Source: an optimization exercise on an open RTL-to-GDS flow (aim: small area). Production flows keep margins and buffers that such runs may drop.
In this exercise RTL edits were held to simulation tests only and were not proved equivalent to the original.
Power and IR drop assume default switching activity.

==> flow/design.v <==
`default_nettype none
module puf(
    input  wire         clk,
    input  wire         rst_n,
    input  wire         i_go,           
    input  wire [ 55:0] i_chl_seed,     
    input  wire [ 55:0] i_key1,         
    input  wire [ 55:0] i_key2,         
    input  wire [ 55:0] i_erchl,        
    input  wire [ 55:0] i_seed56,       
    input  wire [  7:0] i_seed8,        
    input  wire [ 10:0] i_seed11,       
    input  wire [ 15:0] i_scc_end,      
    input  wire [ 15:0] i_scc_begin,    
    input  wire [ 15:0] i_evx,          
    input  wire [  7:0] i_chx,          
    input  wire [  7:0] i_grd,          
    input  wire [  3:0] i_rpt,          
    input  wire         i_use_seed,     
    input  wire         i_use_clkrnd,   
    input  wire [  1:0] i_arc,          
    output wire         o_apuf_smp_a,    
    output wire [ 55:0] o_apuf_smp_chl,  
    input  wire         i_apuf_smp_q,    
    output wire         o_apuf_ncm_a,    
    output wire [ 55:0] o_apuf_ncm_chl,  
    input  wire         i_apuf_ncm_q,    
    output wire         o_apuf_msk_a,    
    output wire [ 55:0] o_apuf_msk_chl,  
    input  wire         i_apuf_msk_q,    
    output wire [ 55:0] o_state1,       
    output wire [ 55:0] o_state2,       
    output wire [ 15:0] o_stat,         
    output wire [127:0] o_auth,         
    output reg          o_save,         
    output wire         o_done);        
    wire act0 = (i_arc == 2'd0);
    wire act1 = (i_arc == 2'd1);
    wire act2 = i_arc[1];
    genvar gi;
    localparam T_IDLE = 3'd0, T_START = 3'd1, T_RUN = 3'd2, T_WAIT = 3'd3,
               T_FIN = 3'd4, T_DONE = 3'd5;
    reg [2:0] tst;
    reg [1:0] go_meta;
    wire      go_sync = go_meta[1];
    wire t_idle  = (tst == T_IDLE);
    wire t_start = (tst == T_START);
    wire t_run   = (tst == T_RUN);
    wire t_fin   = (tst == T_FIN);
    wire go = t_run;                 
    assign o_done = (tst == T_DONE);
    wire run_go = t_idle & go_sync;  
    localparam C_IDLE = 4'd0,  C_RNG1 = 4'd1,  C_RNG2 = 4'd2,  C_RNG3 = 4'd3,
               C_SER  = 4'd4,  C_SEED = 4'd5,  C_KEY  = 4'd6,  C_GRD  = 4'd7,
               C_INIT = 4'd8,  C_FLS1 = 4'd9,  C_FLSH = 4'd10, C_RDY  = 4'd11,
               C_EVAL = 4'd12, C_OUT  = 4'd13, C_NEXT = 4'd14, C_WGO  = 4'd15;
    reg [3:0] cst;
    reg [6:0] cycl;      
    reg [7:0] runs;      
    reg [3:0] rpts;      
    reg [4:0] accm;      
    reg [3:0] acnt;      
    wire ready = (acnt == 4'd0);
    wire adone = acnt[3];
    wire st_idle = (cst == C_IDLE);
    wire st_rng1 = (cst == C_RNG1);
    wire st_rng2 = (cst == C_RNG2);
    wire st_rng3 = (cst == C_RNG3);
    wire st_ser  = (cst == C_SER);
    wire st_seed = (cst == C_SEED);
    wire st_key  = (cst == C_KEY);
    wire st_grd  = (cst == C_GRD);
    wire st_init = (cst == C_INIT);
    wire st_fls1 = (cst == C_FLS1);
    wire st_flsh = (cst == C_FLSH);
    wire st_fls  = st_fls1 | st_flsh;
    wire st_rdy  = (cst == C_RDY);
    wire st_eval = (cst == C_EVAL);
    wire st_next = (cst == C_NEXT);
    wire st_wgo  = (cst == C_WGO);
    wire a       = st_rng2 | st_rng3 | st_eval;
    wire c_valid = st_next;
    wire c_q     = accm[4];
    wire c_done  = st_wgo;
    wire init_md = (cst < C_KEY);
    wire cyc0    = (cycl == 7'd0);
    wire c19     = (cycl == 7'd19);
    wire c56     = (cycl == 7'd56);
    wire c111    = (cycl == 7'd111);
    wire gdone   = ({1'b0, cycl} == i_grd) | ~i_use_clkrnd;
    wire rlast   = &rpts;
    wire nlast   = &runs;
    wire en1, en2;
    wire en = act0 ? 1'b1 : act1 ? en1 : en2;
    wire q_sel = act0 ? i_apuf_smp_q : act1 ? i_apuf_ncm_q : i_apuf_msk_q;
    wire ld = (st_seed & (act1 | i_use_seed)) | st_key | (st_init & cyc0);
    wire sh = ((st_grd | st_init | st_flsh) & ~cyc0) | st_fls1;
    reg [3:0] cst_nx;
    always @(*) begin
        cst_nx = cst;
        case (cst)
            C_IDLE: if (go) cst_nx = act0 ? C_KEY : i_use_seed ? C_SEED : C_RNG1;
            C_RNG1: if (ready) cst_nx = C_RNG2;
            C_RNG2: if (adone) cst_nx = C_RNG3;
            C_RNG3: cst_nx = c19 ? (act1 ? C_SEED : C_SER) : C_RNG1;
            C_SER:  if (c56) cst_nx = C_SEED;
            C_SEED: cst_nx = C_KEY;
            C_KEY:  cst_nx = act0 ? C_INIT : C_GRD;
            C_GRD:  if (gdone) cst_nx = C_INIT;
            C_INIT: if (c111) cst_nx = C_FLS1;
            C_FLS1: if (c56) cst_nx = C_RDY;
            C_FLSH: if (c56) cst_nx = C_RDY;
            C_RDY:  if (ready) cst_nx = C_EVAL;
            C_EVAL: if (adone) cst_nx = rlast ? C_OUT : C_RDY;
            C_OUT:  cst_nx = C_NEXT;
            C_NEXT: cst_nx = nlast ? C_WGO : C_FLSH;
            C_WGO:  if (!go) cst_nx = C_IDLE;
        endcase
    end
    always @(posedge clk or negedge rst_n)
        if (!rst_n)
            cst <= C_IDLE;
        else if (en)
            cst <= cst_nx;
    wire cyc_clr = en & ((st_idle & go) | (st_rng3 & c19) | st_key |
                         (st_grd & gdone) | (st_init & c111) | (st_fls & c56));
    wire cyc_inc = en & ((st_rng1 & ready) | st_ser | (st_grd & ~gdone) |
                         (st_init & ~c111) | (st_fls & ~c56));
    wire [6:0] cycl_nx;
    wire [7:0] cycl_k;
    assign cycl_k[0] = cyc_inc;
    generate
        for (gi = 0; gi < 7; gi = gi + 1) begin : g_cycl
            cel_cntc U_C (.c(cycl[gi]), .k(cycl_k[gi]), .clr(cyc_clr),
                          .n(cycl_nx[gi]), .ko(cycl_k[gi+1]));
        end
    endgenerate
    wire runs_ld  = en & st_idle & go;
    wire runs_inc = en & st_fls & c56;
    wire [7:0] runs_nx;
    wire [8:0] runs_k;
    assign runs_k[0] = runs_inc;
    generate
        for (gi = 0; gi < 8; gi = gi + 1) begin : g_runs
            cel_cnt U_C (.c(runs[gi]), .k(runs_k[gi]), .ld(runs_ld), .e(i_chx[gi]),
                         .n(runs_nx[gi]), .ko(runs_k[gi+1]));
        end
    endgenerate
    wire rpts_ld  = en & st_fls;
    wire rpts_inc = en & st_rdy & ready;
    wire [3:0] rpts_nx;
    wire [4:0] rpts_k;
    assign rpts_k[0] = rpts_inc;
    generate
        for (gi = 0; gi < 4; gi = gi + 1) begin : g_rpts
            cel_cnt U_C (.c(rpts[gi]), .k(rpts_k[gi]), .ld(rpts_ld), .e(i_rpt[gi]),
                         .n(rpts_nx[gi]), .ko(rpts_k[gi+1]));
        end
    endgenerate
    always @(posedge clk or negedge rst_n)
        if (!rst_n) begin
            cycl <= 0;
            runs <= 0;
            rpts <= 0;
            accm <= 0;
        end else begin
            cycl <= cycl_nx;
            runs <= runs_nx;
            rpts <= rpts_nx;
            if (en & st_fls)
                accm <= 0;
            else if (en & st_eval & adone)
                accm <= q_sel ? accm + 1'b1 : accm - 1'b1;
        end
    always @(posedge clk or negedge rst_n)
        if (!rst_n)
            acnt <= 0;
        else if (a) begin
            if (!adone) acnt <= acnt + 1'b1;
        end else if (!ready)
            acnt <= acnt - 1'b1;
    wire ien1 = i_use_clkrnd & act1 & ~init_md;
    wire ien2 = i_use_clkrnd & act2 & ~init_md;
    wire lpar = st_seed & i_use_seed;
    wire lser = st_rng3;
    reg  [7:0] cr1, cr2;
    reg        ck1, ck2;
    reg [10:0] casr;
    wire cr1_fb = cr1[6] ^ cr1[5] ^ cr1[1] ^ cr1[0] ^ ~(|cr1);
    wire cr2_fb = cr2[6] ^ cr2[5] ^ cr2[1] ^ cr2[0] ^ ~(|cr2);
    wire tg1 = cr1[0] | ~ien1;
    wire tg2 = cr2[0] | ~ien2;
    assign en1 = ~ck1 & tg1;
    assign en2 = ~ck2 & tg2;
    wire l1  = lpar & act1;
    wire l2  = lpar & act2;
    wire nl1 = ~l1;
    wire nl2 = ~l2;
    wire [7:0] cr1_up = {((lser & act1) ? i_apuf_ncm_q : cr1_fb), cr1[7:1]};
    wire [7:0] cr2_up = {((lser & act2) ? i_apuf_msk_q : cr2_fb), cr2[7:1]};
    wire [7:0] cr1_nx, cr2_nx;
    generate
        for (gi = 0; gi < 8; gi = gi + 1) begin : g_cr
            c_ao22 U_1 (.a1(l1), .a2(i_seed8[gi]), .b1(nl1), .b2(cr1_up[gi]), .y(cr1_nx[gi]));
            c_ao22 U_2 (.a1(l2), .a2(i_seed8[gi]), .b1(nl2), .b2(cr2_up[gi]), .y(cr2_nx[gi]));
        end
    endgenerate
    wire cs_l  = l2;
    wire cs_s  = lser & act2;
    wire cs_z  = ~(|casr);
    wire cs_LS = ~cs_l & cs_s;
    wire cs_NZ = cs_l | cs_s | ~cs_z;
    wire cs_LN = ~cs_l & ~cs_s & ~cs_z;
    wire [10:0] casr_up = {cr2[0], casr[10:1]};
    wire [10:0] casr_x  = {casr[9] ^ casr[10], casr[10:2] ^ casr[8:0], casr[1]};
    wire [10:0] casr_nx;
    generate
        for (gi = 0; gi < 11; gi = gi + 1) begin : g_casr
            cel_casr U_C (.l(cs_l), .d(i_seed11[gi]), .s(cs_LS), .u(casr_up[gi]),
                          .nz(cs_NZ), .x(cs_LN), .v(casr_x[gi]), .n(casr_nx[gi]));
        end
    endgenerate
    always @(posedge clk or negedge rst_n)
        if (!rst_n) begin
            cr1  <= 0;
            cr2  <= 0;
            ck1  <= 0;
            ck2  <= 0;
            casr <= 0;
        end else begin
            cr1  <= cr1_nx;
            cr2  <= cr2_nx;
            casr <= casr_nx;
            if (tg1) ck1 <= ~ck1;
            if (tg2) ck2 <= ~ck2;
        end
    wire r0 = cr2[4] ^ casr[9];
    wire r1 = cr2[6] ^ casr[3];
    wire r2 = cr2[2] ^ casr[1];
    reg [55:0] smp;
    reg [55:0] ncm;      
    reg [55:0] msk1;     
    reg [55:0] msk2;     
    reg        rxor;
    wire smp_fb = smp[22] ^ smp[21] ^ smp[1] ^ smp[0];
    wire s_L  = act0 & st_key;
    wire s_X  = act0 & st_init & cyc0;
    wire s_S  = act0 & sh;
    wire s_HX = ~(s_L | s_S);
    wire [55:0] smp_up = {smp_fb, smp[55:1]};
    wire [55:0] smp_nx;
    wire [28:0] n29 = ncm[55:27];
    wire [26:0] n27 = ncm[26:0];
    wire n_fb29 = (n29[28] & n29[20]) ^ n29[27] ^ n29[23] ^ n29[22] ^ n29[19] ^
                  n29[16] ^ n29[12] ^ n29[11] ^ n29[6] ^ n29[5] ^ n29[3] ^
                  n29[0] ^ n27[0];
    wire n_fb27 = (n27[10] & n27[6]) ^ n27[21] ^ n27[19] ^ n27[17] ^ n27[14] ^
                  n27[11] ^ n27[10] ^ n27[8] ^ n27[4] ^ n27[2] ^ n27[1] ^
                  n27[0] ^ n29[0];
    wire n_en = act1 & en1;
    wire n_L  = n_en & st_key;
    wire n_X  = n_en & (st_seed | (st_init & cyc0));
    wire n_S  = n_en & sh;
    wire n_HX = ~(n_L | n_S);
    wire [55:0] ncm_up = {n_fb29, ncm[55:28], n_fb27, ncm[26:1]};
    wire [55:0] ncm_nx;
    wire [28:0] a29 = msk1[55:27];
    wire [26:0] a27 = msk1[26:0];
    wire [28:0] b29 = msk2[55:27];
    wire [26:0] b27 = msk2[26:0];
    wire a_fb29 = ((a29[28] & a29[20]) ^ (a29[28] | ~b29[20])) ^
                  a29[27] ^ a29[23] ^ a29[22] ^ a29[19] ^ a29[16] ^ a29[12] ^
                  a29[11] ^ a29[6] ^ a29[5] ^ a29[3] ^ a29[0] ^ a27[0] ^ r1;
    wire a_fb27 = ((a27[10] & a27[6]) ^ (a27[10] | ~b27[6])) ^
                  a27[21] ^ a27[19] ^ a27[17] ^ a27[14] ^ a27[11] ^ a27[10] ^
                  a27[8] ^ a27[4] ^ a27[2] ^ a27[1] ^ a27[0] ^ a29[0] ^ r2;
    wire b_fb29 = ((b29[28] | ~b29[20]) ^ (b29[28] & a29[20])) ^
                  b29[27] ^ b29[23] ^ b29[22] ^ b29[19] ^ b29[16] ^ b29[12] ^
                  b29[11] ^ b29[6] ^ b29[5] ^ b29[3] ^ b29[0] ^ b27[0] ^ r1;
    wire b_fb27 = ((b27[10] | ~b27[6]) ^ (b27[10] & a27[6])) ^
                  b27[21] ^ b27[19] ^ b27[17] ^ b27[14] ^ b27[11] ^ b27[10] ^
                  b27[8] ^ b27[4] ^ b27[2] ^ b27[1] ^ b27[0] ^ b29[0] ^ r2;
    wire m_run = act2 & ~st_idle;
    wire m_ser = m_run & st_ser;
    wire m_L   = en2 & m_run & st_seed & i_use_seed;
    wire m_XK  = en2 & m_run & st_key;
    wire m_XC  = en2 & m_run & st_init & cyc0;
    wire m_S   = en2 & (m_run ? (st_ser | sh) : ~rxor);
    wire m_HX  = ~(m_L | m_S);
    wire [55:0] msk1_up = {(m_ser ? r0 : a_fb29), msk1[55:28],
                           (m_ser ? msk1[27] : a_fb27), msk1[26:1]};
    wire [55:0] msk2_up = {(m_ser ? r0 : b_fb29), msk2[55:28],
                           (m_ser ? msk2[27] : b_fb27), msk2[26:1]};
    wire [55:0] msk1_nx, msk2_nx;
    generate
        for (gi = 0; gi < 56; gi = gi + 1) begin : g_bit
            cel_lsx U_SMP (.l(s_L), .d(i_key1[gi]), .s(s_S), .u(smp_up[gi]),
                           .hx(s_HX), .x(s_X), .c(i_chl_seed[gi]), .q(smp[gi]),
                           .n(smp_nx[gi]));
            cel_lsx U_NCM (.l(n_L), .d(i_key1[gi]), .s(n_S), .u(ncm_up[gi]),
                           .hx(n_HX), .x(n_X), .c(i_chl_seed[gi]), .q(ncm[gi]),
                           .n(ncm_nx[gi]));
            cel_lsxx U_M1 (.l(m_L), .d(i_seed56[gi]), .s(m_S), .u(msk1_up[gi]),
                           .hx(m_HX), .x1(m_XK), .c1(i_key1[gi]), .x2(m_XC),
                           .c2(i_chl_seed[gi]), .q(msk1[gi]), .n(msk1_nx[gi]));
            cel_lsx U_M2 (.l(m_L), .d(i_seed56[gi]), .s(m_S), .u(msk2_up[gi]),
                          .hx(m_HX), .x(m_XK), .c(i_key2[gi]), .q(msk2[gi]),
                          .n(msk2_nx[gi]));
        end
    endgenerate
    always @(posedge clk or negedge rst_n)
        if (!rst_n) begin
            smp  <= 0;
            ncm  <= 0;
            msk1 <= 0;
            msk2 <= 0;
        end else begin
            smp  <= smp_nx;
            ncm  <= ncm_nx;
            msk1 <= msk1_nx;
            msk2 <= msk2_nx;
        end
    always @(posedge clk or negedge rst_n)
        if (!rst_n)
            rxor <= 1'b0;
        else if (en2 & m_run & st_fls)
            rxor <= c56;
    reg [127:0] auth;
    reg [ 15:0] stat;
    reg [  1:0] vt;
    reg [ 15:0] evx;     
    reg [  7:0] scc;     
    wire vt01 = (vt == 2'b01);
    wire a_sh = vt01 & ~run_go;
    wire a_hd = ~vt01 & ~run_go;
    wire [127:0] auth_up = {auth[126:0], c_q};
    wire [127:0] auth_nx;
    generate
        for (gi = 0; gi < 128; gi = gi + 1) begin : g_auth
            c_ao22 U_A (.a1(a_sh), .a2(auth_up[gi]), .b1(a_hd), .b2(auth[gi]),
                        .y(auth_nx[gi]));
        end
    endgenerate
    wire [15:0] stat_nx;
    wire [16:0] stat_k;
    assign stat_k[0] = vt01 & c_q;
    generate
        for (gi = 0; gi < 16; gi = gi + 1) begin : g_stat
            cel_cntc U_C (.c(stat[gi]), .k(stat_k[gi]), .clr(run_go),
                          .n(stat_nx[gi]), .ko(stat_k[gi+1]));
        end
    endgenerate
    wire [15:0] evx_nx;
    wire [16:0] evx_k;
    assign evx_k[0] = t_start;
    generate
        for (gi = 0; gi < 16; gi = gi + 1) begin : g_evx
            cel_cnt U_C (.c(evx[gi]), .k(evx_k[gi]), .ld(run_go), .e(i_evx[gi]),
                         .n(evx_nx[gi]), .ko(evx_k[gi+1]));
        end
    endgenerate
    wire evx_last = &evx;
    wire eq_end = (scc == i_scc_end[7:0]) & ~(|i_scc_end[15:8]);
    wire eq_beg = (scc == i_scc_begin[7:0]) & ~(|i_scc_begin[15:8]);
    wire [7:0] scc_nx;
    wire [8:0] scc_k;
    assign scc_k[0] = t_run & ~eq_end;
    generate
        for (gi = 0; gi < 8; gi = gi + 1) begin : g_scc
            cel_cntc U_C (.c(scc[gi]), .k(scc_k[gi]), .clr(t_start),
                          .n(scc_nx[gi]), .ko(scc_k[gi+1]));
        end
    endgenerate
    always @(posedge clk or negedge rst_n)
        if (!rst_n) go_meta <= 2'b0;
        else        go_meta <= {go_meta[0], i_go};
    reg [2:0] tst_nx;
    always @(*) begin
        tst_nx = tst;
        case (tst)
            T_IDLE:  if (go_sync) tst_nx = T_START;
            T_START: tst_nx = T_RUN;
            T_RUN:   if (c_done) tst_nx = T_WAIT;
            T_WAIT:  if (!c_done) tst_nx = evx_last ? T_FIN : T_START;
            T_FIN:   tst_nx = T_DONE;
            T_DONE:  if (!go_sync) tst_nx = T_IDLE;
            default: tst_nx = T_IDLE;
        endcase
    end
    always @(posedge clk or negedge rst_n)
        if (!rst_n) begin
            tst    <= T_IDLE;
            auth   <= 128'b0;
            stat   <= 0;
            evx    <= 0;
            scc    <= 0;
            vt     <= 0;
            o_save <= 0;
        end else begin
            tst  <= tst_nx;
            vt   <= {vt[0], c_valid};
            auth <= auth_nx;
            stat <= stat_nx;
            evx  <= evx_nx;
            scc  <= scc_nx;
            if ((t_run & eq_end) | t_fin)
                o_save <= 1'b0;
            else if (t_run & eq_beg)
                o_save <= 1'b1;
        end
    assign o_apuf_smp_a   = a & act0;
    assign o_apuf_ncm_a   = a & act1;
    assign o_apuf_msk_a   = a & act2;
    assign o_apuf_smp_chl = smp;
    assign o_state2       = msk2;
    assign o_stat         = stat;
    assign o_auth         = auth;
    wire g1  = act1 & ~init_md;
    wire g2  = act2 & ~init_md;
    wire ng1 = ~g1;
    wire ng2 = ~g2;
    wire sel1 = act0;
    wire sel2 = act1;
    wire sel3 = ~act0 & ~act1;
    wire [55:0] mx, s1n;
    generate
        for (gi = 0; gi < 56; gi = gi + 1) begin : g_out
            c_ao22   U_NC (.a1(g1), .a2(ncm[gi]), .b1(ng1), .b2(i_erchl[gi]),
                           .y(o_apuf_ncm_chl[gi]));
            c_xq     U_MX (.q(msk1[gi]), .x(rxor), .c(msk2[gi]), .y(mx[gi]));
            c_ao22   U_MC (.a1(g2), .a2(mx[gi]), .b1(ng2), .b2(i_erchl[gi]),
                           .y(o_apuf_msk_chl[gi]));
            c_aoi222 U_S1 (.a1(sel1), .a2(smp[gi]), .b1(sel2), .b2(ncm[gi]),
                           .c1(sel3), .c2(msk1[gi]), .y(s1n[gi]));
            c_inv    U_S1N (.a(s1n[gi]), .y(o_state1[gi]));
        end
    endgenerate
endmodule
module cel_cnt (input wire c, input wire k, input wire ld, input wire e,
                output wire n, output wire ko);
    assign n  = ld ? ~e : (c ^ k);
    assign ko = c & k;
endmodule
module cel_cntc (input wire c, input wire k, input wire clr,
                 output wire n, output wire ko);
    wire xn;
    c_xnor U_X (.a(c), .b(k), .y(xn));
    c_nor2 U_N (.a(clr), .b(xn), .y(n));
    c_and2 U_K (.a(c), .b(k), .y(ko));
endmodule
module c_xnor (input wire a, input wire b, output wire y);
    assign y = ~(a ^ b);
endmodule
module c_nor2 (input wire a, input wire b, output wire y);
    assign y = ~(a | b);
endmodule
module c_and2 (input wire a, input wire b, output wire y);
    assign y = a & b;
endmodule
module cel_casr (input wire l, input wire d, input wire s, input wire u,
                 input wire nz, input wire x, input wire v, output wire n);
    assign n = (l & d) | (s & u) | (x & v) | ~nz;
endmodule
module cel_lsx (
    input  wire l, input wire d, input wire s, input wire u,
    input  wire hx, input wire x, input wire c, input wire q,
    output wire n);
    wire t, y;
    c_xq     U_T (.q(q), .x(x), .c(c), .y(t));
    c_aoi222 U_Y (.a1(l), .a2(d), .b1(s), .b2(u), .c1(hx), .c2(t), .y(y));
    c_inv    U_N (.a(y), .y(n));
endmodule
module cel_lsxx (
    input  wire l, input wire d, input wire s, input wire u,
    input  wire hx, input wire x1, input wire c1, input wire x2, input wire c2,
    input  wire q,
    output wire n);
    wire t, y;
    c_xq2    U_T (.q(q), .x1(x1), .c1(c1), .x2(x2), .c2(c2), .y(t));
    c_aoi222 U_Y (.a1(l), .a2(d), .b1(s), .b2(u), .c1(hx), .c2(t), .y(y));
    c_inv    U_N (.a(y), .y(n));
endmodule
module c_aoi222 (input wire a1, input wire a2, input wire b1, input wire b2,
                 input wire c1, input wire c2, output wire y);
    assign y = ~((a1 & a2) | (b1 & b2) | (c1 & c2));
endmodule
module c_ao22 (input wire a1, input wire a2, input wire b1, input wire b2,
               output wire y);
    assign y = (a1 & a2) | (b1 & b2);
endmodule
module c_xq (input wire q, input wire x, input wire c, output wire y);
    assign y = q ^ (x & c);
endmodule
module c_xq2 (input wire q, input wire x1, input wire c1, input wire x2,
              input wire c2, output wire y);
    wire v;
    c_ao22 U_V (.a1(x1), .a2(c1), .b1(x2), .b2(c2), .y(v));
    c_xor  U_Y (.a(q), .b(v), .y(y));
endmodule
module c_xor (input wire a, input wire b, output wire y);
    assign y = a ^ b;
endmodule
module c_inv (input wire a, output wire y);
    assign y = ~a;
endmodule
==> flow/run.sh <==
#!/bin/bash
# synth_recipe.tcl (not shown) runs the flow's synth.tcl, then flattens the netlist and writes it again
# the make line also repeats each setting of config.mk as NAME=value (left out here)
make -C /OpenROAD-flow-scripts/flow DESIGN_CONFIG=/design/flow/config.mk WORK_HOME=/design/flow/orfs CLKGATE_MAP_FILE= SYNTH_SCRIPT=/design/flow/synth_recipe.tcl finish
==> flow/config.mk <==
export PLATFORM = sky130hd
export DESIGN_NAME = puf
export DESIGN_NICKNAME = puf
export VERILOG_FILES = /design/flow/design.v
export SDC_FILE = /design/flow/constraint.sdc
export NUM_CORES = 4
export LEC_CHECK = 0
export CAP_MARGIN = 20
export CORE_MARGIN = 2
export CORE_UTILIZATION = 50
export SLEW_MARGIN = 20
export SYNTH_HIERARCHICAL = 1
export SYNTH_MINIMUM_KEEP_SIZE = 0
==> flow/constraint.sdc <==
create_clock -name core_clock -period 8.0 [get_ports {clk}]
set_input_delay 1.6000 -clock core_clock [delete_from_list [all_inputs] [get_ports {clk}]]
set_output_delay 1.6000 -clock core_clock [all_outputs]
set_load 0.01 [all_outputs]
==> results of run 1 <==
-- routing by layer --
metal | vias to the layer above | share of wire [%]
li1 | 11050 | -
met1 | 13330 | 36
met2 | 1997 | 46
met3 | 357 | 12
met4 | 8 | 5.4
met5 | - | 0.047
-- layout by cell type, fill, tap and decap left out, types with 5 or more instances in the layout --
master / n
a211oi_1: 5
a21o_1: 7
a21oi_1: 45
a222oi_1: 280
a22o_1: 315
a22oi_1: 13
and2_1: 31
buf_4: 30
bufinv_16: 6
clkbuf_1: 12
clkbuf_16: 52
clkbuf_8: 11
clkdlybuf4s50_1: 803
clkinv_2: 7
dfrtp_1: 461
diode_2: 42
ha_1: 33
inv_1: 289
mux2i_1: 5
nand2_1: 261
nand2b_1: 5
nand3_1: 17
nand4_1: 10
nor2_1: 87
nor2_4: 9
nor2b_1: 11
nor3_1: 8
nor4_1: 17
o21ai_0: 12
xnor2_1: 341
xor2_1: 91
-- power by group --
part / internal, mW / total (mW) / switching [mW]
logic: 2.42 / 4.77 / 2.35
registers: 2.91 / 4.13 / 1.22
clock network: 1.49 / 2.50 / 1.01
-- worst max path at each step --
| stage | to | slack, ns |
|---|---|---|
| floorplan | msk1[0]$_DFF_PN0_ | 0.19 |
| global placement | o_state1[4] | 1.78 |
| detailed placement | o_state1[4] | 1.75 |
| CTS | o_state1[4] | 1.75 |
| global route | o_state1[4] | 1.59 |
| finish | o_state1[4] | 1.64 |
-- state kept, by name, indices dropped and copies added, names as in the netlist, 2 cells and up --
register and flops:
ncm 56, smp 56, cr2 8, cycl 7
msk1 56, rpts 4, casr 11, tst 3
accm 5, cr1 8, auth 128, acnt 4
scc 8, runs 8, stat 16, go_meta 2
evx 16, vt 2, cst 4, msk2 56
-- cell type report --
class	instances	share of cell area, %
Sequential cell	462	31.52
Multi-Input combinational cell	1673	35.34
Clock buffer	75	4.082
Inverter	293	2.998
Antenna cell	42	0.2865
Timing Repair Buffer	838	22.76
Tap cell	680	2.319
Clock inverter	17	0.7026
==> impl_metrics.ini, run 1 <==
[clock_tree]
ctsLongestPathBuffers = 3
htree_levels = 2
cts_buffers = 51
cts_resized = 0
cts.sinks = 462
cts_setup_buffers = 0
cts.root.buffer_cell = clkbuf_16
clock_latency_ns = 0.61
clkTransAtPathRegs_ns = 0.06
cts_tree = done
cts_hold_buf = 0

[floorplanning]
die_h_um = 231.9
core.rowCount = 83
die_w_um = 231.9
ioPinCount = 806
die_area_mm2 = 0.05376
start_util_pct = 50.60
core_mm2 = 0.05130

[critical_path]
startpoint = i_arc[0]
criticalPathCategory = primary input to primary output
r2r-end = msk2[8]$_DFF_PN0_
timing.critical_path.buf_inv = 5
slowest_delay_ns = 0.67
rrSetupSlack_ns = 3.80
crit_cells = 7
path_common_cell = clkdlybuf4s50_1
rr_startpoint = cycl[2]$_DFF_PN0_
critPathTopFamily = buffers and inverters
cp-start-kind = primary input
cp-end-kind = primary output
rr_worst_depth = 9
cp_cell_sequence = clkdlybuf4s50_1, or2_2, inv_2, buf_4, a222oi_1, inv_1, clkdlybuf4s50_1
cp.required_ns = 6.40
crit_slowest_cell = inv_2
cp_data_arrival_time_ns = 4.76
crit_fanout = 33

[min_path]
hold_class = register to register
hold_end = go_meta[1]$_DFF_PN0_
hold_depth = 0
holdCritStartpoint = go_meta[0]$_DFF_PN0_

[cells_and_area]
layout-drive-gt1-share_pct = 4.586
multi_input_area_mm2 = 0.01296
final_cell_count_no_fill = 4080
fillerInstances = 3913
ff_latch_area_mm2 = 0.01156
syn2layout_area_growth_pct = 41.31
layout.cell_area.non_filler_mm2 = 0.03669
final_core_util_pct = 71.51
fin_nets = 3730

[sta]
min_period_over_period_pct = 79.55
skew_ns = 0.01382
drv_slew = 0
fin_ws_ns = 1.636
hold_violations = 0
max_freq_mhz = 157.1
period_minus_slack_ns = 6.364
setup_tns_ns = 0
final-setup-viol-count = 0
relSlewSlack_pct = 24.24
worst_pin_slew_ns = 1.134
whs_ns = 0.3754
rsz0062_at_grt = no

[synth]
syn_area_per_cell_um2 = 10.40
syn_area_mm2 = 0.02596
synth_cells = 2497
yosysWarnings = 7
syn_nets = 2908

[power_and_ir_drop]
p_total_mw = 11.39
ir_worst_vdd_uv = 229.4
powerDensity_mw_per_mm2 = 310.4
p_leak_nw = 16.99

[grt]
grt-ovfl-total = 0
grt_pass1_vias = 25480
antenna_found_initial = 45
grt_max_degree = 177
gr-usage-met3_pct = 13.38
grt_first_pass_wirelength_um = 173900
met1_usage_pct = 55.32
grtUsageTotal_pct = 43.66
met2_usage_pct = 67.43
grt-busiest-layer = met2

[placed_design]
post-dp-hpwl_um = 87360
placed_cells = 3946
io_buffers = 805
routabilityCongestion = 1.011
detailedPlace.worstSlack_ns = 1.747
place_area_mm2 = 0.03482

[status]
status = timing/DRC/antenna clean

[job]
cap_violations = 0

[drt]
drc = 0
drt_first_iter_violations = 5400
finalWirelength_um = 122000
drt_first_pass_iters = 13
vias_per_cell = 6.552
ant_nets = 0
wl_per_cell_um = 29.91
vias = 26730
==> inputs of run 2 (changes only) <==
--- a/flow/design.v
+++ b/flow/design.v
@@ -60,7 +60,6 @@
     reg [3:0] rpts;      
     reg [4:0] accm;      
-    reg [3:0] acnt;      
-    wire ready = (acnt == 4'd0);
-    wire adone = acnt[3];
+    wire ready = (cycl[3:0] == 4'd0);
+    wire adone = cycl[3];
     wire st_idle = (cst == C_IDLE);
     wire st_rng1 = (cst == C_RNG1);
@@ -79,4 +78,5 @@
     wire st_next = (cst == C_NEXT);
     wire st_wgo  = (cst == C_WGO);
+    wire st_out  = (cst == C_OUT);
     wire a       = st_rng2 | st_rng3 | st_eval;
     wire c_valid = st_next;
@@ -85,5 +85,4 @@
     wire init_md = (cst < C_KEY);
     wire cyc0    = (cycl == 7'd0);
-    wire c19     = (cycl == 7'd19);
     wire c56     = (cycl == 7'd56);
     wire c111    = (cycl == 7'd111);
@@ -103,5 +102,5 @@
             C_RNG1: if (ready) cst_nx = C_RNG2;
             C_RNG2: if (adone) cst_nx = C_RNG3;
-            C_RNG3: cst_nx = c19 ? (act1 ? C_SEED : C_SER) : C_RNG1;
+            C_RNG3: cst_nx = nlast ? (act1 ? C_SEED : C_SER) : C_RNG1;
             C_SER:  if (c56) cst_nx = C_SEED;
             C_SEED: cst_nx = C_KEY;
@@ -123,19 +122,23 @@
         else if (en)
             cst <= cst_nx;
-    wire cyc_clr = en & ((st_idle & go) | (st_rng3 & c19) | st_key |
-                         (st_grd & gdone) | (st_init & c111) | (st_fls & c56));
-    wire cyc_inc = en & ((st_rng1 & ready) | st_ser | (st_grd & ~gdone) |
-                         (st_init & ~c111) | (st_fls & ~c56));
-    wire [6:0] cycl_nx;
-    wire [7:0] cycl_k;
-    assign cycl_k[0] = cyc_inc;
-    generate
-        for (gi = 0; gi < 7; gi = gi + 1) begin : g_cycl
-            cel_cntc U_C (.c(cycl[gi]), .k(cycl_k[gi]), .clr(cyc_clr),
-                          .n(cycl_nx[gi]), .ko(cycl_k[gi+1]));
-        end
-    endgenerate
-    wire runs_ld  = en & st_idle & go;
-    wire runs_inc = en & st_fls & c56;
+    wire st_acm  = st_rng1 | st_rng2 | st_rng3 | st_rdy | st_eval;
+    wire cyc_clr = (en & ((st_idle & go) | (st_rng3 & nlast) | st_key |
+                          (st_grd & gdone) | (st_init & c111) | (st_fls & c56))) |
+                   st_out | st_next;
+    wire cyc_inc = en & (st_ser | (st_grd & ~gdone) | (st_init & ~c111) |
+                         (st_fls & ~c56));
+    always @(posedge clk)
+        if (cyc_clr)
+            cycl <= 7'd0;
+        else if (st_acm) begin
+            if (a) begin
+                if (!adone) cycl <= cycl + 1'b1;
+            end else if (!ready)
+                cycl <= cycl - 1'b1;
+        end else if (cyc_inc)
+            cycl <= cycl + 1'b1;
+    wire runs_ld  = en & ((st_idle & go) | st_key);
+    wire runs_inc = en & ((st_fls & c56) | (st_rng1 & ready));
+    wire [7:0] runs_e = st_idle ? 8'd19 : i_chx;
     wire [7:0] runs_nx;
     wire [8:0] runs_k;
@@ -143,5 +146,5 @@
     generate
         for (gi = 0; gi < 8; gi = gi + 1) begin : g_runs
-            cel_cnt U_C (.c(runs[gi]), .k(runs_k[gi]), .ld(runs_ld), .e(i_chx[gi]),
+            cel_cnt U_C (.c(runs[gi]), .k(runs_k[gi]), .ld(runs_ld), .e(runs_e[gi]),
                          .n(runs_nx[gi]), .ko(runs_k[gi+1]));
         end
@@ -158,26 +161,12 @@
         end
     endgenerate
-    always @(posedge clk or negedge rst_n)
-        if (!rst_n) begin
-            cycl <= 0;
-            runs <= 0;
-            rpts <= 0;
+    always @(posedge clk) begin
+        runs <= runs_nx;
+        rpts <= rpts_nx;
+        if (en & st_fls)
             accm <= 0;
-        end else begin
-            cycl <= cycl_nx;
-            runs <= runs_nx;
-            rpts <= rpts_nx;
-            if (en & st_fls)
-                accm <= 0;
-            else if (en & st_eval & adone)
-                accm <= q_sel ? accm + 1'b1 : accm - 1'b1;
-        end
-    always @(posedge clk or negedge rst_n)
-        if (!rst_n)
-            acnt <= 0;
-        else if (a) begin
-            if (!adone) acnt <= acnt + 1'b1;
-        end else if (!ready)
-            acnt <= acnt - 1'b1;
+        else if (en & st_eval & adone)
+            accm <= q_sel ? accm + 1'b1 : accm - 1'b1;
+    end
     wire ien1 = i_use_clkrnd & act1 & ~init_md;
     wire ien2 = i_use_clkrnd & act2 & ~init_md;
@@ -238,9 +227,13 @@
     wire r1 = cr2[6] ^ casr[3];
     wire r2 = cr2[2] ^ casr[1];
-    reg [55:0] smp;
-    reg [55:0] ncm;      
-    reg [55:0] msk1;     
-    reg [55:0] msk2;     
+    localparam [55:0] PM = {28{2'b01}};     
+    reg [55:0] smp_q, ncm_q, m1_q, m2_q;    
     reg        rxor;
+    wire [55:0] smp  = smp_q ^ PM;
+    wire [55:0] ncm  = ncm_q ^ PM;           
+    wire [55:0] msk1 = m1_q ^ PM;            
+    wire [55:0] msk2 = m2_q ^ PM;            
+    wire [55:0] key1_p = i_key1   ^ ~PM;
+    wire [55:0] sd56_p = i_seed56 ^ ~PM;
     wire smp_fb = smp[22] ^ smp[21] ^ smp[1] ^ smp[0];
     wire s_L  = act0 & st_key;
@@ -248,5 +241,5 @@
     wire s_S  = act0 & sh;
     wire s_HX = ~(s_L | s_S);
-    wire [55:0] smp_up = {smp_fb, smp[55:1]};
+    wire [55:0] smp_up = {~smp_fb, smp_q[55:1]};
     wire [55:0] smp_nx;
     wire [28:0] n29 = ncm[55:27];
@@ -263,5 +256,5 @@
     wire n_S  = n_en & sh;
     wire n_HX = ~(n_L | n_S);
-    wire [55:0] ncm_up = {n_fb29, ncm[55:28], n_fb27, ncm[26:1]};
+    wire [55:0] ncm_up = {~n_fb29, ncm_q[55:28], n_fb27, ncm_q[26:1]};
     wire [55:0] ncm_nx;
     wire [28:0] a29 = msk1[55:27];
@@ -288,22 +281,22 @@
     wire m_S   = en2 & (m_run ? (st_ser | sh) : ~rxor);
     wire m_HX  = ~(m_L | m_S);
-    wire [55:0] msk1_up = {(m_ser ? r0 : a_fb29), msk1[55:28],
-                           (m_ser ? msk1[27] : a_fb27), msk1[26:1]};
-    wire [55:0] msk2_up = {(m_ser ? r0 : b_fb29), msk2[55:28],
-                           (m_ser ? msk2[27] : b_fb27), msk2[26:1]};
+    wire [55:0] msk1_up = {~(m_ser ? r0 : a_fb29), m1_q[55:28],
+                           (m_ser ? m1_q[27] : a_fb27), m1_q[26:1]};
+    wire [55:0] msk2_up = {~(m_ser ? r0 : b_fb29), m2_q[55:28],
+                           (m_ser ? m2_q[27] : b_fb27), m2_q[26:1]};
     wire [55:0] msk1_nx, msk2_nx;
     generate
         for (gi = 0; gi < 56; gi = gi + 1) begin : g_bit
-            cel_lsx U_SMP (.l(s_L), .d(i_key1[gi]), .s(s_S), .u(smp_up[gi]),
-                           .hx(s_HX), .x(s_X), .c(i_chl_seed[gi]), .q(smp[gi]),
+            cel_lsx U_SMP (.l(s_L), .d(key1_p[gi]), .s(s_S), .u(smp_up[gi]),
+                           .hx(s_HX), .x(s_X), .c(i_chl_seed[gi]), .q(smp_q[gi]),
                            .n(smp_nx[gi]));
-            cel_lsx U_NCM (.l(n_L), .d(i_key1[gi]), .s(n_S), .u(ncm_up[gi]),
-                           .hx(n_HX), .x(n_X), .c(i_chl_seed[gi]), .q(ncm[gi]),
+            cel_lsx U_NCM (.l(n_L), .d(key1_p[gi]), .s(n_S), .u(ncm_up[gi]),
+                           .hx(n_HX), .x(n_X), .c(i_chl_seed[gi]), .q(ncm_q[gi]),
                            .n(ncm_nx[gi]));
-            cel_lsxx U_M1 (.l(m_L), .d(i_seed56[gi]), .s(m_S), .u(msk1_up[gi]),
+            cel_lsxx U_M1 (.l(m_L), .d(sd56_p[gi]), .s(m_S), .u(msk1_up[gi]),
                            .hx(m_HX), .x1(m_XK), .c1(i_key1[gi]), .x2(m_XC),
-                           .c2(i_chl_seed[gi]), .q(msk1[gi]), .n(msk1_nx[gi]));
-            cel_lsx U_M2 (.l(m_L), .d(i_seed56[gi]), .s(m_S), .u(msk2_up[gi]),
-                          .hx(m_HX), .x(m_XK), .c(i_key2[gi]), .q(msk2[gi]),
+                           .c2(i_chl_seed[gi]), .q(m1_q[gi]), .n(msk1_nx[gi]));
+            cel_lsx U_M2 (.l(m_L), .d(sd56_p[gi]), .s(m_S), .u(msk2_up[gi]),
+                          .hx(m_HX), .x(m_XK), .c(i_key2[gi]), .q(m2_q[gi]),
                           .n(msk2_nx[gi]));
         end
@@ -311,13 +304,13 @@
     always @(posedge clk or negedge rst_n)
         if (!rst_n) begin
-            smp  <= 0;
-            ncm  <= 0;
-            msk1 <= 0;
-            msk2 <= 0;
+            smp_q <= PM;
+            ncm_q <= PM;
+            m1_q  <= PM;
+            m2_q  <= PM;
         end else begin
-            smp  <= smp_nx;
-            ncm  <= ncm_nx;
-            msk1 <= msk1_nx;
-            msk2 <= msk2_nx;
+            smp_q <= smp_nx;
+            ncm_q <= ncm_nx;
+            m1_q  <= msk1_nx;
+            m2_q  <= msk2_nx;
         end
     always @(posedge clk or negedge rst_n)
@@ -372,4 +365,8 @@
         end
     endgenerate
+    always @(posedge clk) begin
+        evx <= evx_nx;
+        scc <= scc_nx;
+    end
     always @(posedge clk or negedge rst_n)
         if (!rst_n) go_meta <= 2'b0;
@@ -393,6 +390,4 @@
             auth   <= 128'b0;
             stat   <= 0;
-            evx    <= 0;
-            scc    <= 0;
             vt     <= 0;
             o_save <= 0;
@@ -402,6 +397,4 @@
             auth <= auth_nx;
             stat <= stat_nx;
-            evx  <= evx_nx;
-            scc  <= scc_nx;
             if ((t_run & eq_end) | t_fin)
                 o_save <= 1'b0;
@@ -412,12 +405,11 @@
     assign o_apuf_ncm_a   = a & act1;
     assign o_apuf_msk_a   = a & act2;
-    assign o_apuf_smp_chl = smp;
-    assign o_state2       = msk2;
     assign o_stat         = stat;
     assign o_auth         = auth;
-    wire g1  = act1 & ~init_md;
-    wire g2  = act2 & ~init_md;
-    wire ng1 = ~g1;
-    wire ng2 = ~g2;
+    wire g1   = act1 & ~init_md;
+    wire g2   = act2 & ~init_md;
+    wire ng1  = ~g1;
+    wire ng2  = ~g2;
+    wire nrx  = ~rxor;
     wire sel1 = act0;
     wire sel2 = act1;
@@ -426,12 +418,25 @@
     generate
         for (gi = 0; gi < 56; gi = gi + 1) begin : g_out
-            c_ao22   U_NC (.a1(g1), .a2(ncm[gi]), .b1(ng1), .b2(i_erchl[gi]),
-                           .y(o_apuf_ncm_chl[gi]));
-            c_xq     U_MX (.q(msk1[gi]), .x(rxor), .c(msk2[gi]), .y(mx[gi]));
-            c_ao22   U_MC (.a1(g2), .a2(mx[gi]), .b1(ng2), .b2(i_erchl[gi]),
-                           .y(o_apuf_msk_chl[gi]));
-            c_aoi222 U_S1 (.a1(sel1), .a2(smp[gi]), .b1(sel2), .b2(ncm[gi]),
-                           .c1(sel3), .c2(msk1[gi]), .y(s1n[gi]));
-            c_inv    U_S1N (.a(s1n[gi]), .y(o_state1[gi]));
+            if (gi % 2 == 1) begin : g_t
+                assign o_apuf_smp_chl[gi] = smp_q[gi];
+                assign o_state2[gi]       = m2_q[gi];
+                c_ao22   U_NC (.a1(g1), .a2(ncm_q[gi]), .b1(ng1), .b2(i_erchl[gi]),
+                               .y(o_apuf_ncm_chl[gi]));
+                c_xq     U_MX (.q(m1_q[gi]), .x(rxor), .c(m2_q[gi]), .y(mx[gi]));
+                c_aoi222 U_S1 (.a1(sel1), .a2(smp_q[gi]), .b1(sel2), .b2(ncm_q[gi]),
+                               .c1(sel3), .c2(m1_q[gi]), .y(s1n[gi]));
+                c_inv    U_S1N (.a(s1n[gi]), .y(o_state1[gi]));
+            end else begin : g_c
+                c_inv    U_SC (.a(smp_q[gi]), .y(o_apuf_smp_chl[gi]));
+                c_inv    U_S2 (.a(m2_q[gi]), .y(o_state2[gi]));
+                c_mxn    U_NC (.s(g1), .ns(ng1), .qn(ncm_q[gi]), .b(i_erchl[gi]),
+                               .y(o_apuf_ncm_chl[gi]));
+                c_xqn    U_MX (.qn(m1_q[gi]), .nx(nrx), .cn(m2_q[gi]), .y(mx[gi]));
+                c_aoi222 U_S1 (.a1(sel1), .a2(smp_q[gi]), .b1(sel2), .b2(ncm_q[gi]),
+                               .c1(sel3), .c2(m1_q[gi]), .y(o_state1[gi]));
+                assign s1n[gi] = 1'b0;
+            end
+            c_ao22 U_MC (.a1(g2), .a2(mx[gi]), .b1(ng2), .b2(i_erchl[gi]),
+                         .y(o_apuf_msk_chl[gi]));
         end
     endgenerate
@@ -466,8 +471,7 @@
     input  wire hx, input wire x, input wire c, input wire q,
     output wire n);
-    wire t, y;
-    c_xq     U_T (.q(q), .x(x), .c(c), .y(t));
-    c_aoi222 U_Y (.a1(l), .a2(d), .b1(s), .b2(u), .c1(hx), .c2(t), .y(y));
-    c_inv    U_N (.a(y), .y(n));
+    wire t;
+    c_xqi    U_T (.q(q), .x(x), .c(c), .y(t));
+    c_aoi222 U_Y (.a1(l), .a2(d), .b1(s), .b2(u), .c1(hx), .c2(t), .y(n));
 endmodule
 module cel_lsxx (
@@ -476,8 +480,7 @@
     input  wire q,
     output wire n);
-    wire t, y;
+    wire t;
     c_xq2    U_T (.q(q), .x1(x1), .c1(c1), .x2(x2), .c2(c2), .y(t));
-    c_aoi222 U_Y (.a1(l), .a2(d), .b1(s), .b2(u), .c1(hx), .c2(t), .y(y));
-    c_inv    U_N (.a(y), .y(n));
+    c_aoi222 U_Y (.a1(l), .a2(d), .b1(s), .b2(u), .c1(hx), .c2(t), .y(n));
 endmodule
 module c_aoi222 (input wire a1, input wire a2, input wire b1, input wire b2,
@@ -492,9 +495,21 @@
     assign y = q ^ (x & c);
 endmodule
+module c_xqi (input wire q, input wire x, input wire c, output wire y);
+    assign y = ~(q ^ (x & c));
+endmodule
+module c_xqn (input wire qn, input wire nx, input wire cn, output wire y);
+    wire w;
+    c_nor2 U_W (.a(nx), .b(cn), .y(w));
+    c_xnor U_Y (.a(qn), .b(w), .y(y));
+endmodule
+module c_mxn (input wire s, input wire ns, input wire qn, input wire b,
+              output wire y);
+    assign y = (~ns & ~qn) | (ns & b);
+endmodule
 module c_xq2 (input wire q, input wire x1, input wire c1, input wire x2,
               input wire c2, output wire y);
     wire v;
     c_ao22 U_V (.a1(x1), .a2(c1), .b1(x2), .b2(c2), .y(v));
-    c_xor  U_Y (.a(q), .b(v), .y(y));
+    c_xnor U_Y (.a(q), .b(v), .y(y));
 endmodule
 module c_xor (input wire a, input wire b, output wire y);
==> flow/flow/run.sh (new file) <==
#!/bin/bash
# Layout flow: the standard ORFS flow (standard.sh), with two changes to
# how the layout is made:
#  - ports are buffered with the smallest buffer (buf_1) instead of the
#    default pick (clkdlybuf4s50_1); every port still gets its buffer;
#  - clock tree: clkbuf_8 buffers, sink clusters of at most 12 flops within
#    50 um, no dummy loads.
# standard.sh's full output goes to standard.log here (ORFS also keeps each
# step's log under orfs/logs).
set -euo pipefail
export BUFFER_PORTS_ARGS="-buffer_cell sky130_fd_sc_hd__buf_1"
export CTS_ARGS="-sink_clustering_enable -repair_clock_nets -dont_use_dummy_load -buf_list sky130_fd_sc_hd__clkbuf_8 -sink_clustering_size 12 -sink_clustering_max_diameter 50"
bash standard.sh > standard.log 2>&1
==> flow/standard.sh (new file) <==
#!/bin/bash
# synth_recipe.tcl (not shown) runs the flow's synth.tcl, then flattens the netlist and writes it again
# the make line also repeats each setting of config.mk as NAME=value (left out here)
make -C /OpenROAD-flow-scripts/flow DESIGN_CONFIG=/design/flow/config.mk WORK_HOME=/design/flow/orfs CLKGATE_MAP_FILE= SYNTH_SCRIPT=/design/flow/synth_recipe.tcl "${@:-finish}"
removed: flow/run.sh
==> run 2 against run 1 <==
Clock-buffer cell count is 21 lower. Combinational power grew about 30%. Critical endpoint is now o_apuf_ncm_chl[53]. Clock skew rose by 0.064 ns. Highest routed layer unchanged. Routed wire length decreased by 2.7%. Sequential power increased by 19%. Via count down 2.6%. Largest power group unchanged. First-iteration DRC count shrank 14%. Synthesized area decreased by 2.1%. Clock power is 43% lower. Non-clock buffer count is 2 lower. Setup slack lost 0.12 ns.
==> impl_metrics.ini, run 2 <==
[status]
status = timing/DRC/antenna clean

[sta]
rsz0062_at_grt = no
hold_violations = 0
worst_pin_slew_ns = 1.143
min_period_over_period_pct = 81.04
max_freq_mhz = 154.3
final-setup-viol-count = 0
period_minus_slack_ns = 6.483
skew_ns = 0.07819
relSlewSlack_pct = 22.57
setup_tns_ns = 0
fin_ws_ns = 1.517
drv_slew = 0

[clock_tree]
cts.root.buffer_cell = clkbuf_8
clkTransAtPathRegs_ns = 0.08
clock_latency_ns = 0.70
cts_resized = 0
cts_tree = done
htree_levels = 2
cts_hold_buf = 0
ctsLongestPathBuffers = 3
cts_buffers = 54
cts.sinks = 458
cts_setup_buffers = 0

[critical_path]
slowest_delay_ns = 0.82
cp_data_arrival_time_ns = 4.88
crit_cells = 7
timing.critical_path.buf_inv = 4
cp-start-kind = primary input
crit_slowest_cell = inv_2
criticalPathCategory = primary input to primary output
path_common_cell = inv_2
cp.required_ns = 6.40
critPathTopFamily = buffers and inverters
rr_worst_depth = 12
cp_cell_sequence = clkbuf_4, or2b_4, inv_2, nand2b_4, inv_2, a22o_1, buf_1
cp-end-kind = primary output
crit_fanout = 41

[drt]
wl_met3_um = 15460
drt_first_iter_violations = 4640
vias = 26040
wl_met2_um = 53940
drt_first_pass_iters = 11
drc = 0
vias_per_cell = 6.599
ant_nets = 0
top_layer = met5
wl_per_cell_um = 30.08
finalWirelength_um = 118700
drt-met1-wl_um = 42560

[cells_and_area]
fin_nets = 3655
layout_common_cells = buf_1 (803), dfrtp_1 (297), a22o_1 (286)
top_register = auth
ff_latch_area_mm2 = 0.01136
fillerInstances = 4570
multi_input_area_mm2 = 0.01314
layout.cell_area.non_filler_mm2 = 0.03006
largest_reg_flops = 128
final_core_util_pct = 59.91
syn2layout_area_growth_pct = 18.28
layout_commonest_cell = buf_1
layout-drive-gt1-share_pct = 7.531

[power_and_ir_drop]
p_leak_nw = 11.86
ir_worst_vdd_uv = 211.5
powerDensity_mw_per_mm2 = 416.1

[floorplanning]
die_h_um = 229.4
ioPinCount = 806
core.rowCount = 82
die_w_um = 229.4
core_mm2 = 0.05017
die_area_mm2 = 0.05265
start_util_pct = 50.65

[synth]
syn_nets = 2838
yosysWarnings = 7
synth_cells = 2425
syn_area_mm2 = 0.02541
syn_area_per_cell_um2 = 10.48

[grt]
grtUsageTotal_pct = 43.22
grt_max_degree = 152
grt_pass1_vias = 24810
grt-ovfl-total = 0
grt_first_pass_wirelength_um = 169200
antenna_found_initial = 35

[placed_design]
io_buffers = 805
detailedPlace.worstSlack_ns = 1.610
routabilityCongestion = 1.009
post-dp-hpwl_um = 86310
place_area_mm2 = 0.02919

[job]
cap_violations = 0

[min_path]
hold_class = register to register
hold_depth = 0
run 2: layout make-up:
cell class,count,share of cell area (%)
antenna,34,0.2831
inverter,156,1.948
timing repair buffer,836,11.00
clock buffer,54,2.473
multi-input combinational,1736,43.70
sequential,458,37.80
tap,672,2.797
run 2: per-layer routing:
metal,GRT usage [%],vias to the layer above
met1,53.76,12900
met2,67.53,1906
met4,22.04,12
met3,13.75,342
li1,-,10880
met5,0,-
run 2: where the power goes:
group	internal [mW]	switching, mW
logic	2.55	3.62
registers	3.37	1.53
clock network	0.595	0.835
run 2: worst register-to-register path, delay by kind of cell, from the launching register on:
kind | cells | cell delay (ns)
and+or+nand+nor | 4 | 1.99
AOI/OAI and AO/OA | 4 | 1.34
buffers and inverters | 3 | 0.93
DFF | 1 | 0.37
adders and majority gates | 1 | 0.20
run 2: per-stage QoR:
stage | std cells | hold WS [ns] | total power, mW
floorplan | 2425 | 0.3312 | 8.547
global placement | 3857 | 0.3442 | 10.74
detailed placement | 3857 | 0.3425 | 10.85
CTS | 3911 | 0.3629 | 12.30
global route | 3939 | 0.3734 | 13.09
finish | 3946 | 0.3607 | 12.51
run 2: worst paths after layout:
check	start	to	slack, ns
worst min-delay path	go_meta[0]$_DFF_PN0_	go_meta[1]$_DFF_PN0_	0.36
worst min register to register	go_meta[0]$_DFF_PN0_	go_meta[1]$_DFF_PN0_	0.36
worst max register to register	cycl[0]$_SDFFE_PP0P_	m2_q[43]$_DFF_PN0_	3.01
worst max-delay path	i_arc[1]	o_apuf_ncm_chl[53]	1.52
max in group asynchronous	rst_n	m2_q[43]$_DFF_PN0_	5.01
min in group asynchronous	rst_n	m1_q[47]$_DFF_PN0_	0.93
==> inputs of run 3 (changes only) <==
==> flow/flow/run.sh (replaced) <==
#!/bin/bash
# Layout flow: the standard ORFS flow (standard.sh), with two changes to
# how the layout is made:
#  - ports are buffered with the smallest buffer (buf_1) instead of the
#    default pick (clkdlybuf4s50_1); every port still gets its buffer;
#  - clock tree: clkbuf_4 buffers, sink clusters of at most 8 flops within
#    40 um, no dummy loads.
# standard.sh's full output goes to standard.log here (ORFS also keeps each
# step's log under orfs/logs).
set -euo pipefail
export BUFFER_PORTS_ARGS="-buffer_cell sky130_fd_sc_hd__buf_1"
export CTS_ARGS="-sink_clustering_enable -repair_clock_nets -dont_use_dummy_load -buf_list sky130_fd_sc_hd__clkbuf_4 -sink_clustering_size 8 -sink_clustering_max_diameter 40"
bash standard.sh > standard.log 2>&1
==> run 3 against run 2 <==
Still clean on timing, DRC and antenna. Combinational power about the same. Synthesized cell count unchanged. Synthesized area did not move. Routed wire length barely moved. Design area is 0.52% lower. Sequential cell count unchanged. Critical path depth did not move. Die area is the same. Maximum frequency up 0.17%. Global-route usage is 0.25 points higher. Critical endpoint unchanged. Largest cell class unchanged.
==> impl_metrics.ini, run 3 <==
[cells_and_area]
syn2layout_area_growth_pct = 17.66
fin_nets = 3682
layout_common_cells = buf_1 (803), dfrtp_1 (297), a22o_1 (286)
layout-drive-gt1-share_pct = 8.295
fillerInstances = 4583
largest_reg_flops = 128
top_register = auth
layout_commonest_cell = buf_1

[critical_path]
cp-start-kind = primary input
rrSetupSlack_ns = 2.87
cp-end-kind = primary output
cp_data_arrival_time_ns = 4.87
crit_fanout = 41
cp.required_ns = 6.40
criticalPathCategory = primary input to primary output

[drt]
drt_first_pass_iters = 13
wl_met3_um = 15130
vias_per_cell = 6.609
ant_nets = 0
finalWirelength_um = 118700
drt_first_iter_violations = 4820
drc = 0
vias = 26220
top_layer = met5
wl_met2_um = 54570
drt-met1-wl_um = 42720
wl_per_cell_um = 29.92

[floorplanning]
ioPinCount = 806
die_h_um = 229.4
die_area_mm2 = 0.05265
start_util_pct = 50.65
core_mm2 = 0.05017
die_w_um = 229.4
core.rowCount = 82

[sta]
skew_ns = 0.1184
drv_slew = 0
setup_tns_ns = 0
relSlewSlack_pct = 21.64
min_period_over_period_pct = 80.90
fin_ws_ns = 1.528
rsz0062_at_grt = no
worst_pin_slew_ns = 1.175
final-setup-viol-count = 0
max_freq_mhz = 154.5
period_minus_slack_ns = 6.472
hold_violations = 0

[grt]
grt_pass1_vias = 24960
grtUsageTotal_pct = 43.47
antenna_found_initial = 33
grt_max_degree = 152
grt_first_pass_wirelength_um = 170300
grt-ovfl-total = 0

[power_and_ir_drop]
p_comb_share_pct = 49.8
pwr-share-seq_pct = 39.6
pwr-share-clk_pct = 10.6
p_sw_mw = 5.991
p_leak_nw = 11.85
ir_worst_vdd_uv = 245.9
switching_share_pct = 48.42
powerDensity_mw_per_mm2 = 413.8
internal_power_mw = 6.383
p_total_mw = 12.37

[clock_tree]
cts.root.buffer_cell = clkbuf_4
cts.sinks = 458
ctsLongestPathBuffers = 3
cts_hold_buf = 0
cts_resized = 0
htree_levels = 3
clkTransAtPathRegs_ns = 0.08
cts_tree = done
clock_latency_ns = 0.86
cts_setup_buffers = 0
cts_buffers = 81

[status]
status = timing/DRC/antenna clean

[placed_design]
routabilityCongestion = 1.009
detailedPlace.worstSlack_ns = 1.610
io_buffers = 805
post-dp-hpwl_um = 86310

[synth]
syn_nets = 2838
syn_area_per_cell_um2 = 10.48
synth_cells = 2425
syn_area_mm2 = 0.02541
yosysWarnings = 7

[min_path]
hold_class = register to register

[job]
cap_violations = 0
run 3: per-stage QoR:
step                      util (%)  hold slack [ns]  instance area [µm²]  std cells
final                        59.60           0.3715                29900       3967
after global routing         59.57           0.3856                29890       3961
after CTS                    59.39           0.3720                29800       3938
after detailed placement     58.18           0.3425                29190       3857
after global placement       58.18           0.3442                29190       3857
after floorplan                  -           0.3312                25450       2425
run 3: cell type report:
cell class,instances,area [µm²],share of cell area [%]
flip-flops and latches,458,11360,38.00
diodes,28,70.07,0.2343
repair buffers,836,3299,11.03
well taps,672,840.8,2.812
inverters,156,585.6,1.958
clock buffers,81,608.1,2.034
multi-input cells,1736,13140,43.93
run 3: worst max-delay path: stages:
cell      delay (ns)
clkbuf_4        0.38
or2b_4          0.42
inv_2           0.68
nand2b_4        0.40
inv_2           0.83
a22o_1          0.27
buf_1           0.22
run 3: routing by layer:
| metal | global-route usage (%) | vias to the layer above |
|---|---|---|
| li1 | - | 10960 |
| met1 | 54.44 | 13000 |
| met2 | 67.70 | 1935 |
| met3 | 14.06 | 306 |
| met4 | 21.35 | 22 |
| met5 | 0 | - |
run 3: path summary, 6_finish.rpt:
| path | from | endpoint | cells after the start |
|---|---|---|---|
| max | i_arc[1] | o_apuf_ncm_chl[53] | 7 |
| min | go_meta[0]$_DFF_PN0_ | go_meta[1]$_DFF_PN0_ | 0 |
| max reg2reg | cycl[0]$_SDFFE_PP0P_ | m2_q[11]$_DFF_PN0_ | 12 |
| min reg2reg | go_meta[0]$_DFF_PN0_ | go_meta[1]$_DFF_PN0_ | 0 |
| max in group asynchronous | rst_n | ck2$_DFFE_PN0N_ | 3 |
| min in group asynchronous | rst_n | cr1[6]$_DFF_PN0_ | 1 |
run 3: power groups by stage:
stage	Sequential, mW	Clock (mW)	Combinational, mW
6_report	4.90	1.31	6.17
5_1_grt	4.96	1.41	6.59
4_1_cts	4.83	1.32	6.02
3_5_place_dp	4.86	0	5.99
3_3_place_gp	4.86	0	5.88
2_1_floorplan	4.19	0	4.36

==> afterwards: timing with drivers on the ports <==
Ports are ideal in the flow. The routed layouts listed here were re-timed in OpenROAD. Step 1: set_driving_cell puts a clkbuf_16 on clk and a buf_2 on each other input, an assumption about the parent block. Step 2 also shifts input and output timing later by t, the mid clock arrival at the registers, as if the neighbouring blocks saw the same clock. a / b / c = no drivers / after step 1 / after step 2; a / b = the first two.
run | t, ns | setup slack, ns | clock arrival spread, ns | worst register clock-pin slew, ns | pins driven straight from the clock port
run 1 | 0.663 | 1.636 / 1.613 / 1.613 | 0.014 / 0.014 | 0.06 / 0.06 | 1
run 2 | 0.719 | 1.517 / 1.490 / 1.490 | 0.079 / 0.078 | 0.09 / 0.09 | 1
run 3 | 0.867 | 1.528 / 1.501 / 1.501 | 0.123 / 0.123 | 0.10 / 0.10 | 1
After both steps setup and hold are still met in every run listed.
